Background: an optimization exercise with open tools, aiming at small area and a short achievable clock period. Do not read the settings as production practice.
Where RTL was checked, it was by simulation tests only, not by an equivalence proof against the original.
Power figures rest on the tool's default switching activity, not on a simulated workload.

==> trial 16: inputs <==
==> flow/design.v <==
module regPC(CLK, RST_n, IN, OUT);
input CLK, RST_n;
input [31 : 0] IN;
output reg [31 : 0] OUT;
always_ff @(posedge CLK or negedge RST_n)
	if (!RST_n)
		OUT <= 32'hfffffffc;
	else
		OUT <= IN;
endmodule
module ALU(Op, Zero, sol, Op1, Op2);
input [3:0] Op;
input [31:0] Op1, Op2;
output reg Zero;
output reg [31:0] sol;
wire sub = Op[3] | Op[1];
wire [31:0] sum;
wire cout;
ksadd add(.a(Op1), .b(Op2 ^ {32{sub}}), .cin(sub), .s(sum), .cout(cout));
wire ltu = ~cout;
wire [31:0] x = Op1 ^ Op2;
wire [31:0] o = Op1 | Op2;
wire [31:0] a = Op1 & Op2;
wire eq = ~|x;
wire left = ~Op[2];
wire big = |Op2[31:5];
wire [31:0] sin, sout, srev;
genvar g;
generate
	for (g = 0; g < 32; g = g + 1) begin : rev
		assign sin[g] = left ? Op1[31-g] : Op1[g];
		assign srev[g] = sout[31-g];
	end
endgenerate
assign sout = sin >> Op2[4:0];
wire [31:0] shres = big ? 32'b0 : (left ? srev : sout);
always_comb
begin
	case(Op)
		4'b0000, 4'b1000 : sol = sum;
		4'b0001, 4'b0101, 4'b1101 : sol = shres;
		4'b0010, 4'b0011 : sol = {31'b0, ltu};
		4'b0100 : sol = x;
		4'b0110 : sol = o;
		4'b0111 : sol = a;
		4'b1001 : sol = {31'b0, eq};
		4'b1111 : sol = Op2;
		default : sol = 0;
	endcase
end
always_comb
begin
	case(Op)
		4'b0000 : Zero = (x == {o[30:0], 1'b0});	 
		4'b1000, 4'b0100 : Zero = eq;
		4'b0001, 4'b0101, 4'b1101 : Zero = ~|shres;
		4'b0010, 4'b0011 : Zero = ~ltu;
		4'b0110 : Zero = ~|o;
		4'b0111 : Zero = ~|a;
		4'b1001 : Zero = ~eq;
		4'b1111 : Zero = ~|Op2;
		default : Zero = 1'b1;
	endcase
end
endmodule
module ksadd(a, b, cin, s, cout);
input [31:0] a, b;
input cin;
output [31:0] s;
output cout;
wire [31:0] p = a ^ b;
wire [32:0] g0 = {a & b, cin};
wire [32:0] p0 = {p, 1'b0};
wire [32:0] g1, p1, g2, p2, g3, p3, g4, p4, g5, p5;
kslevel #(1)  k1(.gi(g0), .pi(p0), .go(g1), .po(p1));
kslevel #(2)  k2(.gi(g1), .pi(p1), .go(g2), .po(p2));
kslevel #(4)  k3(.gi(g2), .pi(p2), .go(g3), .po(p3));
kslevel #(8)  k4(.gi(g3), .pi(p3), .go(g4), .po(p4));
kslevel #(16) k5(.gi(g4), .pi(p4), .go(g5), .po(p5));
assign s = p ^ g5[31:0];
assign cout = g5[32] | (p5[32] & cin);
endmodule
module kslevel #(parameter D = 1) (gi, pi, go, po);
input [32:0] gi, pi;
output [32:0] go, po;
assign go = gi | (pi & {gi[32-D:0], {D{1'b0}}});
assign po = pi & {pi[32-D:0], {D{1'b0}}};
endmodule
module ALUControl(is_add, is_passB, IN, OUT);
input is_add, is_passB;
input [3 : 0] IN;
output [3 : 0] OUT;
assign OUT = is_add ? 4'b0000 : is_passB ? 4'b1111 : IN;
endmodule
module ImmGen (IN, OUT);
input [31 : 0] IN;
output reg [31 : 0] OUT;
always_comb
begin
	case(IN[6:2])
		5'b00100 : OUT = {{20{IN[31]}},IN[31:20]};  
		5'b01000 : OUT = {{20{IN[31]}},IN[31:25],IN[11:7]};  
		5'b11000 : OUT = {{20{IN[31]}},IN[7],IN[30:25],IN[11:8],1'b0};  
		5'b01101 : OUT = {IN[31:12],12'b0};  
		5'b00101 : OUT = {{12{IN[31]}},IN[31:12]};  
		5'b11011 : OUT = {{12{IN[31]}},IN[19:12],IN[20],IN[30:21],1'b0};  
		5'b11001 : OUT = {{19{IN[31]}},IN[31:20],1'b0};  
		5'b00000 : OUT = {{20{IN[31]}},IN[31:20]};  
		default : OUT = 0;
	endcase
end
endmodule
module registers(sel, data, ext, extsel, q);
input [31:1] sel;
input [32*31-1:0] data;
input [31:0] ext;
input extsel;
output reg [31:0] q;
integer i;
always_comb
begin
	q = ext & {32{extsel}};
	for (i = 1; i < 32; i = i + 1)
		q = q | (data[32*(i-1) +: 32] & {32{sel[i]}});
end
endmodule
module adder(Op1, Op2, Sol);
input [31 : 0] Op1, Op2;
output [31 : 0] Sol;
assign Sol = Op1 + Op2;
endmodule
module adder10(Op1, Op2, Sol);
input [9:0] Op1, Op2;
output [9:0] Sol;
wire [9:0] p = Op1 ^ Op2;
wire [9:0] g0 = Op1 & Op2;
wire [9:0] g1 = g0 | (p  & {g0[8:0], 1'b0});
wire [9:0] p1 = p  & {p[8:0], 1'b0};
wire [9:0] g2 = g1 | (p1 & {g1[7:0], 2'b0});
wire [9:0] p2 = p1 & {p1[7:0], 2'b0};
wire [9:0] g3 = g2 | (p2 & {g2[5:0], 4'b0});
wire [9:0] p3 = p2 & {p2[5:0], 4'b0};
wire [9:0] g4 = g3 | (p3 & {g3[1:0], 8'b0});
assign Sol = p ^ {g4[8:0], 1'b0};
endmodule
module MUX(in1, in2, ctr, out);
input [31 : 0] in1, in2;
input ctr;
output [31 : 0] out;
assign out = ctr ? in2 : in1;
endmodule
module control(IN, is_load, is_store, is_br, is_addpc, is_lui, selB, RegWrite);
input [4:0] IN;
output is_load, is_store, is_br, is_addpc, is_lui, selB, RegWrite;
wire is_alui  = (IN == 5'b00100);
wire is_alur  = (IN == 5'b01100);
wire is_jalr  = (IN == 5'b11001);
wire is_jal   = (IN == 5'b11011);
wire is_auipc = (IN == 5'b00101);
assign is_load  = (IN == 5'b00000);
assign is_store = (IN == 5'b01000);
assign is_br    = (IN == 5'b11000);
assign is_lui   = (IN == 5'b01101);
assign is_addpc = is_jalr | is_jal | is_auipc;
assign selB = is_alui | is_store | is_jal | is_lui | is_auipc;
assign RegWrite = is_load | is_alui | is_alur | is_addpc | is_lui;
endmodule
module top(CLK, RST_N, idata, ddata_r, iaddr, daddr, ddata_w, WRam);
input CLK, RST_N;
input [31 : 0] idata;
input [31 : 0] ddata_r;
output [9 : 0] iaddr, daddr;
output [31 : 0] ddata_w;
output WRam;
wire [4:0] rs1 = idata[19:15];
wire [4:0] rs2 = idata[24:20];
wire [4:0] rd  = idata[11:7];
wire [31:0] PC, PC4, PCIMM, PCSEQ, PCPREV;
wire [31:0] IMM, Reg1, Reg1a, Reg2, A, B, RES;
wire [3:0]  OP;
wire is_load, is_store, is_br, is_addpc, is_lui, selB, RegWrite, zero;
control ctrl(
	.IN(idata[6:2]),
	.is_load(is_load),
	.is_store(is_store),
	.is_br(is_br),
	.is_addpc(is_addpc),
	.is_lui(is_lui),
	.selB(selB),
	.RegWrite(RegWrite));
ImmGen immgen(.IN(idata), .OUT(IMM));
ALUControl aluctl(
	.is_add(is_store | (is_addpc & ~idata[4])),
	.is_passB(is_lui | is_load),
	.IN({idata[30], idata[14:12]}),
	.OUT(OP));
reg [31:0] Areg, Breg, tgt;
reg [3:0]  opreg;
reg [4:0]  prd;
reg        pvalid, pjmp, pbr;
always_ff @(posedge CLK)
begin
	Areg  <= A;
	Breg  <= B;
	opreg <= OP;
	prd   <= rd;
	tgt   <= PCIMM;
end
always_ff @(posedge CLK or negedge RST_N)
	if (!RST_N) begin
		pvalid <= 1'b0;
		pjmp   <= 1'b0;
		pbr    <= 1'b0;
	end else begin
		pvalid <= RegWrite && (rd != 0);
		pjmp   <= is_addpc;
		pbr    <= is_br;
	end
regPC pcreg(.CLK(CLK), .RST_n(RST_N), .IN(PC), .OUT(PCPREV));
ALU alu(.Op(opreg), .Op1(Areg), .Op2(Breg), .sol(RES), .Zero(zero));
adder addseq(.Op1(PCPREV), .Op2(32'd4), .Sol(PCSEQ));
MUX muxPC(.in1(PCSEQ), .in2(tgt), .ctr(pjmp | (pbr & zero)), .out(PC));
adder add4(.Op1(PC), .Op2(32'd4), .Sol(PC4));
adder addimm(.Op1(PC), .Op2(IMM), .Sol(PCIMM));
reg [31:0] regis [1:31];
reg [31:1] valid;
wire [31:1] cap, com, sel1, sel2;
wire [32*31-1:0] flat;
genvar g;
generate
	for (g = 1; g < 32; g = g + 1) begin : rf
		assign cap[g] = RegWrite && (rd == g);
		assign com[g] = pvalid && (prd == g);
		assign sel1[g] = valid[g] && (rs1 == g);
		assign sel2[g] = valid[g] && (rs2 == g);
		assign flat[32*(g-1) +: 32] = regis[g];
		always_ff @(posedge CLK)
			if (com[g])
				regis[g] <= RES;
	end
endgenerate
always_ff @(posedge CLK, negedge RST_N)
	if (!RST_N)
		valid <= 0;
	else
		valid <= (valid | com) & ~cap;
wire byp1 = pvalid && (prd == rs1);
wire byp2 = pvalid && (prd == rs2);
registers rd1(.sel(sel1), .data(flat), .ext(32'b0), .extsel(1'b0), .q(Reg1a));
assign Reg1 = Reg1a | (RES & {32{byp1}});
registers rd2(.sel(sel2), .data(flat), .ext(RES), .extsel(byp2), .q(Reg2));
assign A = is_addpc ? PC4 : Reg1;
assign B = is_load ? ddata_r : selB ? IMM : Reg2;
wire [9:0] dimm = {idata[29:25], is_store ? idata[11:7] : idata[24:20]};
wire [9:0] daddr_rf, daddr_byp;
adder10 adrf(.Op1(Reg1a[9:0]), .Op2(dimm), .Sol(daddr_rf));
adder10 adbyp(.Op1(RES[9:0]), .Op2(dimm), .Sol(daddr_byp));
assign daddr = byp1 ? daddr_byp : daddr_rf;
assign ddata_w = Reg2;
assign WRam = is_store;
assign iaddr = PC[11:2];
endmodule
==> flow/flow/run.sh <==
#!/bin/bash
# The standard layout, with two changes: the port buffers are buf_4
# (the default pick is a delay cell), and timing repair may resize cells
# across footprints.
set -euo pipefail
bash standard.sh MATCH_CELL_FOOTPRINT=0 "BUFFER_PORTS_ARGS=-buffer_cell sky130_fd_sc_hd__buf_4" finish > standard.log 2>&1
==> flow/standard.sh <==
#!/bin/bash
# synth_recipe.tcl (not shown) runs the flow's synth.tcl, then flattens the netlist and writes it again
# the make line also repeats each setting of config.mk as NAME=value (left out here)
make -C /OpenROAD-flow-scripts/flow DESIGN_CONFIG=/design/flow/config.mk WORK_HOME=/design/flow/orfs CLKGATE_MAP_FILE= SYNTH_SCRIPT=/design/flow/synth_recipe.tcl "${@:-finish}"
==> flow/config.mk <==
export PLATFORM = sky130hd
export DESIGN_NAME = top
export DESIGN_NICKNAME = top
export VERILOG_FILES = /design/flow/design.v
export SDC_FILE = /design/flow/constraint.sdc
export NUM_CORES = 4
export LEC_CHECK = 0
export CAP_MARGIN = 30
export CORE_MARGIN = 2
export CORE_UTILIZATION = 50
export CTS_BUF_LIST = sky130_fd_sc_hd__clkbuf_4 sky130_fd_sc_hd__clkbuf_8
export CTS_CLUSTER_SIZE = 30
export PLACE_DENSITY = 0.6
export SETUP_SLACK_MARGIN = 3
export SLEW_MARGIN = 30
export SYNTH_HIERARCHICAL = 1
export SYNTH_MINIMUM_KEEP_SIZE = 1000
==> flow/constraint.sdc <==
create_clock -name core_clock -period 12.0 [get_ports {CLK}]
set_input_delay 2.4000 -clock core_clock [delete_from_list [all_inputs] [get_ports {CLK}]]
set_output_delay 2.4000 -clock core_clock [all_outputs]
set_load 0.01 [all_outputs]
==> trial 81 (differences from trial 16) <==
==> flow/design.v, changed modules only <==
module regPC(PCPREV, TGT, taken, PC);
input [31 : 0] PCPREV, TGT;
input taken;
output [31 : 0] PC;
wire [31 : 0] PCSEQ = PCPREV + 32'd4;
assign PC = taken ? TGT : PCSEQ;
endmodule
module ALU(ctl, big, Zero, sol, Op1, Op2);
input [19:0] ctl;
input big;
input [31:0] Op1, Op2;
output Zero;
output [31:0] sol;
wire sub   = ctl[0];
wire left  = ctl[1];
wire r_sum = ctl[2], r_sh = ctl[3], r_ltu = ctl[4], r_x = ctl[5];
wire r_o   = ctl[6], r_a  = ctl[7], r_eq  = ctl[8], r_b = ctl[9];
wire z_add = ctl[10], z_eqs = ctl[11], z_eqx = ctl[12], z_sh = ctl[13];
wire z_ltu = ctl[14], z_o = ctl[15], z_a = ctl[16], z_ne = ctl[17];
wire z_b   = ctl[18], z_one = ctl[19];
wire [31:0] sum;
wire cout;
ksadd add(.a(Op1), .b(Op2), .cin(sub), .s(sum), .cout(cout));
wire [31:0] x = Op1 ^ Op2;
wire [31:0] o = Op1 | Op2;
wire [31:0] a = Op1 & Op2;
wire eq = ~|x;
wire [31:0] sin, sout, srev;
genvar g;
generate
	for (g = 0; g < 32; g = g + 1) begin : rev
		assign sin[g] = left ? Op1[31-g] : Op1[g];
		assign srev[g] = sout[31-g];
	end
endgenerate
assign sout = sin >> Op2[4:0];
wire [31:0] shres = big ? 32'b0 : (left ? srev : sout);
assign sol = ({32{r_sum}} & sum)
           | ({32{r_sh}} & shres)
           | {31'b0, r_ltu & ~cout}
           | ({32{r_x}} & x)
           | ({32{r_o}} & o)
           | ({32{r_a}} & a)
           | {31'b0, r_eq & eq}
           | ({32{r_b}} & Op2);
assign Zero = z_one
            | (z_add & (x == {o[30:0], 1'b0}))	 
            | (z_eqs & (&x))			 
            | (z_eqx & eq)
            | (z_sh & ~|shres)
            | (z_ltu & cout)
            | (z_o & ~|o)
            | (z_a & ~|a)
            | (z_ne & ~eq)
            | (z_b & ~|Op2);
endmodule
module ksadd(a, b, cin, s, cout);
input [31:0] a, b;
input cin;
output [31:0] s;
output cout;
wire [31:0] p = a ^ b;
wire [32:0] g0 = {a & b, cin};
wire [32:0] p0 = {p, 1'b0};
wire [32:0] g1 = g0 | (p0 & {g0[31:0], 1'b0});
wire [32:0] p1 = p0 & {p0[31:0], 1'b0};
wire [32:0] g2 = g1 | (p1 & {g1[30:0], 2'b0});
wire [32:0] p2 = p1 & {p1[30:0], 2'b0};
wire [32:0] g3 = g2 | (p2 & {g2[28:0], 4'b0});
wire [32:0] p3 = p2 & {p2[28:0], 4'b0};
wire [32:0] g4 = g3 | (p3 & {g3[24:0], 8'b0});
wire [32:0] p4 = p3 & {p3[24:0], 8'b0};
wire [32:0] g5 = g4 | (p4 & {g4[16:0], 16'b0});
wire [32:0] p5 = p4 & {p4[16:0], 16'b0};
assign s = p ^ g5[31:0];
assign cout = g5[32] | (p5[32] & cin);
endmodule
module ALUDecode(Op, ctl);
input [3:0] Op;
output [19:0] ctl;
wire sub = (Op == 4'b1000) | (Op == 4'b0010) | (Op == 4'b0011);
wire sh  = (Op == 4'b0001) | (Op == 4'b0101) | (Op == 4'b1101);
wire known = (Op == 4'b0000) | sub | sh | (Op == 4'b0100) | (Op == 4'b0110)
           | (Op == 4'b0111) | (Op == 4'b1001) | (Op == 4'b1111);
assign ctl[0]  = sub;
assign ctl[1]  = (Op == 4'b0001);			 
assign ctl[2]  = (Op == 4'b0000) | (Op == 4'b1000);	 
assign ctl[3]  = sh;
assign ctl[4]  = (Op == 4'b0010) | (Op == 4'b0011);	 
assign ctl[5]  = (Op == 4'b0100);
assign ctl[6]  = (Op == 4'b0110);
assign ctl[7]  = (Op == 4'b0111);
assign ctl[8]  = (Op == 4'b1001);
assign ctl[9]  = (Op == 4'b1111);
assign ctl[10] = (Op == 4'b0000);			 
assign ctl[11] = (Op == 4'b1000);			 
assign ctl[12] = (Op == 4'b0100);
assign ctl[13] = sh;
assign ctl[14] = (Op == 4'b0010) | (Op == 4'b0011);
assign ctl[15] = (Op == 4'b0110);
assign ctl[16] = (Op == 4'b0111);
assign ctl[17] = (Op == 4'b1001);
assign ctl[18] = (Op == 4'b1111);
assign ctl[19] = ~known;				 
endmodule
module top(CLK, RST_N, idata, ddata_r, iaddr, daddr, ddata_w, WRam);
input CLK, RST_N;
input [31 : 0] idata;
input [31 : 0] ddata_r;
output [9 : 0] iaddr, daddr;
output [31 : 0] ddata_w;
output WRam;
wire [4:0] rs1 = idata[19:15];
wire [4:0] rs2 = idata[24:20];
wire [4:0] rd  = idata[11:7];
wire [31:0] PC, PC4, PCIMM, PCPREV;
wire [31:0] IMM, Reg1, Reg1a, Reg2, A, B, RES;
wire [3:0]  OP;
wire is_load, is_store, is_br, is_addpc, is_lui, selB, RegWrite, zero;
control ctrl(
	.IN(idata[6:2]),
	.is_load(is_load),
	.is_store(is_store),
	.is_br(is_br),
	.is_addpc(is_addpc),
	.is_lui(is_lui),
	.selB(selB),
	.RegWrite(RegWrite));
ImmGen immgen(.IN(idata), .OUT(IMM));
ALUControl aluctl(
	.is_add(is_store | (is_addpc & ~idata[4])),
	.is_passB(is_lui | is_load),
	.IN({idata[30], idata[14:12]}),
	.OUT(OP));
reg [31:0] Areg, Breg, tgt;
reg [19:0] ctlreg;
reg        bigreg;
wire [19:0] CTL;
ALUDecode aludec(.Op(OP), .ctl(CTL));
reg [4:0]  prd;
reg        pvalid, pjmp, pbr;
always_ff @(posedge CLK)
begin
	Areg  <= A;
	Breg  <= B ^ {32{CTL[0]}};
	ctlreg <= CTL;
	bigreg <= |B[31:5];
	prd   <= rd;
	tgt   <= PCIMM;
end
always_ff @(posedge CLK or negedge RST_N)
	if (!RST_N) begin
		pvalid <= 1'b0;
		pjmp   <= 1'b0;
		pbr    <= 1'b0;
	end else begin
		pvalid <= RegWrite && (rd != 0);
		pjmp   <= is_addpc;
		pbr    <= is_br;
	end
reg [31:0] pcprev;
always_ff @(posedge CLK or negedge RST_N)
	if (!RST_N)
		pcprev <= 32'hfffffffc;
	else
		pcprev <= PC;
assign PCPREV = pcprev;
ALU alu(.ctl(ctlreg), .big(bigreg), .Op1(Areg), .Op2(Breg), .sol(RES), .Zero(zero));
regPC pcsel(.PCPREV(PCPREV), .TGT(tgt), .taken(pjmp | (pbr & zero)), .PC(PC));
assign PC4 = PC + 32'd4;
adder addimm(.Op1(PC), .Op2(IMM), .Sol(PCIMM));
reg [31:0] regis [1:31];
reg [31:1] valid;
wire [31:1] cap, com, sel1, sel2;
wire [32*31-1:0] flat;
genvar g;
generate
	for (g = 1; g < 32; g = g + 1) begin : rf
		assign cap[g] = RegWrite && (rd == g);
		assign com[g] = pvalid && (prd == g);
		assign sel1[g] = valid[g] && (rs1 == g);
		assign sel2[g] = valid[g] && (rs2 == g);
		assign flat[32*(g-1) +: 32] = regis[g];
		always_ff @(posedge CLK)
			if (com[g])
				regis[g] <= RES;
	end
endgenerate
always_ff @(posedge CLK, negedge RST_N)
	if (!RST_N)
		valid <= 0;
	else
		valid <= (valid | com) & ~cap;
wire byp1 = pvalid && (prd == rs1);
wire byp2 = pvalid && (prd == rs2);
registers rd1(.sel(sel1), .data(flat), .ext(32'b0), .extsel(1'b0), .q(Reg1a));
assign Reg1 = Reg1a | (RES & {32{byp1}});
registers rd2(.sel(sel2), .data(flat), .ext(RES), .extsel(byp2), .q(Reg2));
MUX muxA(.in1(Reg1), .in2(PC4), .ctr(is_addpc), .out(A));
assign B = is_load ? ddata_r : selB ? IMM : Reg2;
wire [9:0] dimm = {idata[29:25], is_store ? idata[11:7] : idata[24:20]};
wire [9:0] daddr_rf, daddr_byp;
adder10 adrf(.Op1(Reg1a[9:0]), .Op2(dimm), .Sol(daddr_rf));
adder10 adbyp(.Op1(RES[9:0]), .Op2(dimm), .Sol(daddr_byp));
assign daddr = byp1 ? daddr_byp : daddr_rf;
assign ddata_w = Reg2;
assign WRam = is_store;
assign iaddr = PC[11:2];
endmodule
// module kslevel removed
CTS_BUF_LIST = unset   (was sky130_fd_sc_hd__clkbuf_4 sky130_fd_sc_hd__clkbuf_8)
CTS_CLUSTER_SIZE = unset   (was 30)
SETUP_SLACK_MARGIN = 3.5   (was 3)
SYNTH_MINIMUM_KEEP_SIZE = 0   (was 1000)
==> build 6 (differences from trial 16) <==
==> flow/design.v, changed modules only <==
module regPC(PCPREV, TGT, taken, PC);
input [31 : 0] PCPREV, TGT;
input taken;
output [31 : 0] PC;
wire [31 : 0] PCSEQ = PCPREV + 32'd4;
assign PC = taken ? TGT : PCSEQ;
endmodule
module ksadd(a, b, cin, s, cout);
input [31:0] a, b;
input cin;
output [31:0] s;
output cout;
wire [31:0] p = a ^ b;
wire [32:0] g0 = {a & b, cin};
wire [32:0] p0 = {p, 1'b0};
wire [32:0] g1 = g0 | (p0 & {g0[31:0], 1'b0});
wire [32:0] p1 = p0 & {p0[31:0], 1'b0};
wire [32:0] g2 = g1 | (p1 & {g1[30:0], 2'b0});
wire [32:0] p2 = p1 & {p1[30:0], 2'b0};
wire [32:0] g3 = g2 | (p2 & {g2[28:0], 4'b0});
wire [32:0] p3 = p2 & {p2[28:0], 4'b0};
wire [32:0] g4 = g3 | (p3 & {g3[24:0], 8'b0});
wire [32:0] p4 = p3 & {p3[24:0], 8'b0};
wire [32:0] g5 = g4 | (p4 & {g4[16:0], 16'b0});
wire [32:0] p5 = p4 & {p4[16:0], 16'b0};
assign s = p ^ g5[31:0];
assign cout = g5[32] | (p5[32] & cin);
endmodule
module top(CLK, RST_N, idata, ddata_r, iaddr, daddr, ddata_w, WRam);
input CLK, RST_N;
input [31 : 0] idata;
input [31 : 0] ddata_r;
output [9 : 0] iaddr, daddr;
output [31 : 0] ddata_w;
output WRam;
wire [4:0] rs1 = idata[19:15];
wire [4:0] rs2 = idata[24:20];
wire [4:0] rd  = idata[11:7];
wire [31:0] PC, PC4, PCIMM, PCPREV;
wire [31:0] IMM, Reg1, Reg1a, Reg2, A, B, RES;
wire [3:0]  OP;
wire is_load, is_store, is_br, is_addpc, is_lui, selB, RegWrite, zero;
control ctrl(
	.IN(idata[6:2]),
	.is_load(is_load),
	.is_store(is_store),
	.is_br(is_br),
	.is_addpc(is_addpc),
	.is_lui(is_lui),
	.selB(selB),
	.RegWrite(RegWrite));
ImmGen immgen(.IN(idata), .OUT(IMM));
ALUControl aluctl(
	.is_add(is_store | (is_addpc & ~idata[4])),
	.is_passB(is_lui | is_load),
	.IN({idata[30], idata[14:12]}),
	.OUT(OP));
reg [31:0] Areg, Breg, tgt;
reg [3:0]  opreg;
reg [4:0]  prd;
reg        pvalid, pjmp, pbr;
always_ff @(posedge CLK)
begin
	Areg  <= A;
	Breg  <= B;
	opreg <= OP;
	prd   <= rd;
	tgt   <= PCIMM;
end
always_ff @(posedge CLK or negedge RST_N)
	if (!RST_N) begin
		pvalid <= 1'b0;
		pjmp   <= 1'b0;
		pbr    <= 1'b0;
	end else begin
		pvalid <= RegWrite && (rd != 0);
		pjmp   <= is_addpc;
		pbr    <= is_br;
	end
reg [31:0] pcprev;
always_ff @(posedge CLK or negedge RST_N)
	if (!RST_N)
		pcprev <= 32'hfffffffc;
	else
		pcprev <= PC;
assign PCPREV = pcprev;
ALU alu(.Op(opreg), .Op1(Areg), .Op2(Breg), .sol(RES), .Zero(zero));
regPC pcsel(.PCPREV(PCPREV), .TGT(tgt), .taken(pjmp | (pbr & zero)), .PC(PC));
assign PC4 = PC + 32'd4;
adder addimm(.Op1(PC), .Op2(IMM), .Sol(PCIMM));
reg [31:0] regis [1:31];
reg [31:1] valid;
wire [31:1] cap, com, sel1, sel2;
wire [32*31-1:0] flat;
genvar g;
generate
	for (g = 1; g < 32; g = g + 1) begin : rf
		assign cap[g] = RegWrite && (rd == g);
		assign com[g] = pvalid && (prd == g);
		assign sel1[g] = valid[g] && (rs1 == g);
		assign sel2[g] = valid[g] && (rs2 == g);
		assign flat[32*(g-1) +: 32] = regis[g];
		always_ff @(posedge CLK)
			if (com[g])
				regis[g] <= RES;
	end
endgenerate
always_ff @(posedge CLK, negedge RST_N)
	if (!RST_N)
		valid <= 0;
	else
		valid <= (valid | com) & ~cap;
wire byp1 = pvalid && (prd == rs1);
wire byp2 = pvalid && (prd == rs2);
registers rd1(.sel(sel1), .data(flat), .ext(32'b0), .extsel(1'b0), .q(Reg1a));
assign Reg1 = Reg1a | (RES & {32{byp1}});
registers rd2(.sel(sel2), .data(flat), .ext(RES), .extsel(byp2), .q(Reg2));
MUX muxA(.in1(Reg1), .in2(PC4), .ctr(is_addpc), .out(A));
assign B = is_load ? ddata_r : selB ? IMM : Reg2;
wire [9:0] dimm = {idata[29:25], is_store ? idata[11:7] : idata[24:20]};
wire [9:0] daddr_rf, daddr_byp;
adder10 adrf(.Op1(Reg1a[9:0]), .Op2(dimm), .Sol(daddr_rf));
adder10 adbyp(.Op1(RES[9:0]), .Op2(dimm), .Sol(daddr_byp));
assign daddr = byp1 ? daddr_byp : daddr_rf;
assign ddata_w = Reg2;
assign WRam = is_store;
assign iaddr = PC[11:2];
endmodule
// module kslevel removed
CTS_BUF_LIST = unset   (was sky130_fd_sc_hd__clkbuf_4 sky130_fd_sc_hd__clkbuf_8)
CTS_CLUSTER_SIZE = unset   (was 30)
SETUP_SLACK_MARGIN = 4   (was 3)
SYNTH_MINIMUM_KEEP_SIZE = 0   (was 1000)
==> run notes <==
| quantity | trial 16 | build 6 | trial 81 |
|---|---|---|---|
| Cell area power density | 171 mW/mm^2 | 177 mW/mm^2 | 179 mW/mm^2 |
| Flip-flop and latch power | 0.00502 W | 0.00503 W | 0.00514 W |
| Area of the core | 0.118 sq mm | 0.120 sq mm | 0.120 sq mm |
| Met3 demand-to-capacity share in global routing | 12.6% | 15.5% | 13.2% |
| Clk. pwr | 0.00357 W | 0.00394 W | 0.00388 W |
| Status | complete, no violations | complete, no violations | complete, no violations |
| Resize count post-CTS | 56 | 243 | 145 |
| Internal reg-to-reg setup slack | 3.77 ns | 4.12 ns | 4.41 ns |
| Worst reg2reg startpoint | Breg[0] | Areg[30] | Breg[0] |
| Normalized max-slew margin | 27.2% | 38.7% | 26.1% |
| Non-clk bufs | 330 | 498 | 359 |
| Fraction of area in multi-input gates | 36.5% | 37.1% | 36.7% |
| 1st-pass router iterations | 14 | 10 | 12 |
| Mux cell area share after synthesis | 3.08% | 4.04% | 4.29% |
| Ys Warns | 12 | 11 | 10 |
| FILL cells | 9761 | 9719 | 9874 |
| Portion of total power attributed to combinational logic | 24.9% | 28.3% | 27.3% |
No functional check of the RTL was part of build 6.

what the ideal ports hide:
The results above use ideal ports. As a check the final layouts listed here were re-extracted and re-timed, cells and wires unchanged.
Step 1 sets driving cells, clkbuf_16 on the clock port and buf_2 on the other inputs (assumed; they add their load-dependent delay and slew).
Step 2, shift: input delay + t, output delay - t, t = (earliest + latest rising clock arrival at the registers) / 2. This alone moves slack from input paths to output paths.
a / b / c = ideal ports / drivers / drivers and shift; a / b = the first two.
run	t, ns	slack for setup (ns)	worst setup path at the end
trial 16	1.003	2.773 / 2.749 / 2.749	input to output
trial 81	0.836	3.411 / 3.388 / 3.388	input to output
build 6	0.790	3.635 / 3.545 / 3.545	input to output
After both steps setup and hold are still met in every run listed. The setup slack of build 6, which loses most, moves by -0.090 ns with the drivers and by -0.090 ns with both steps.
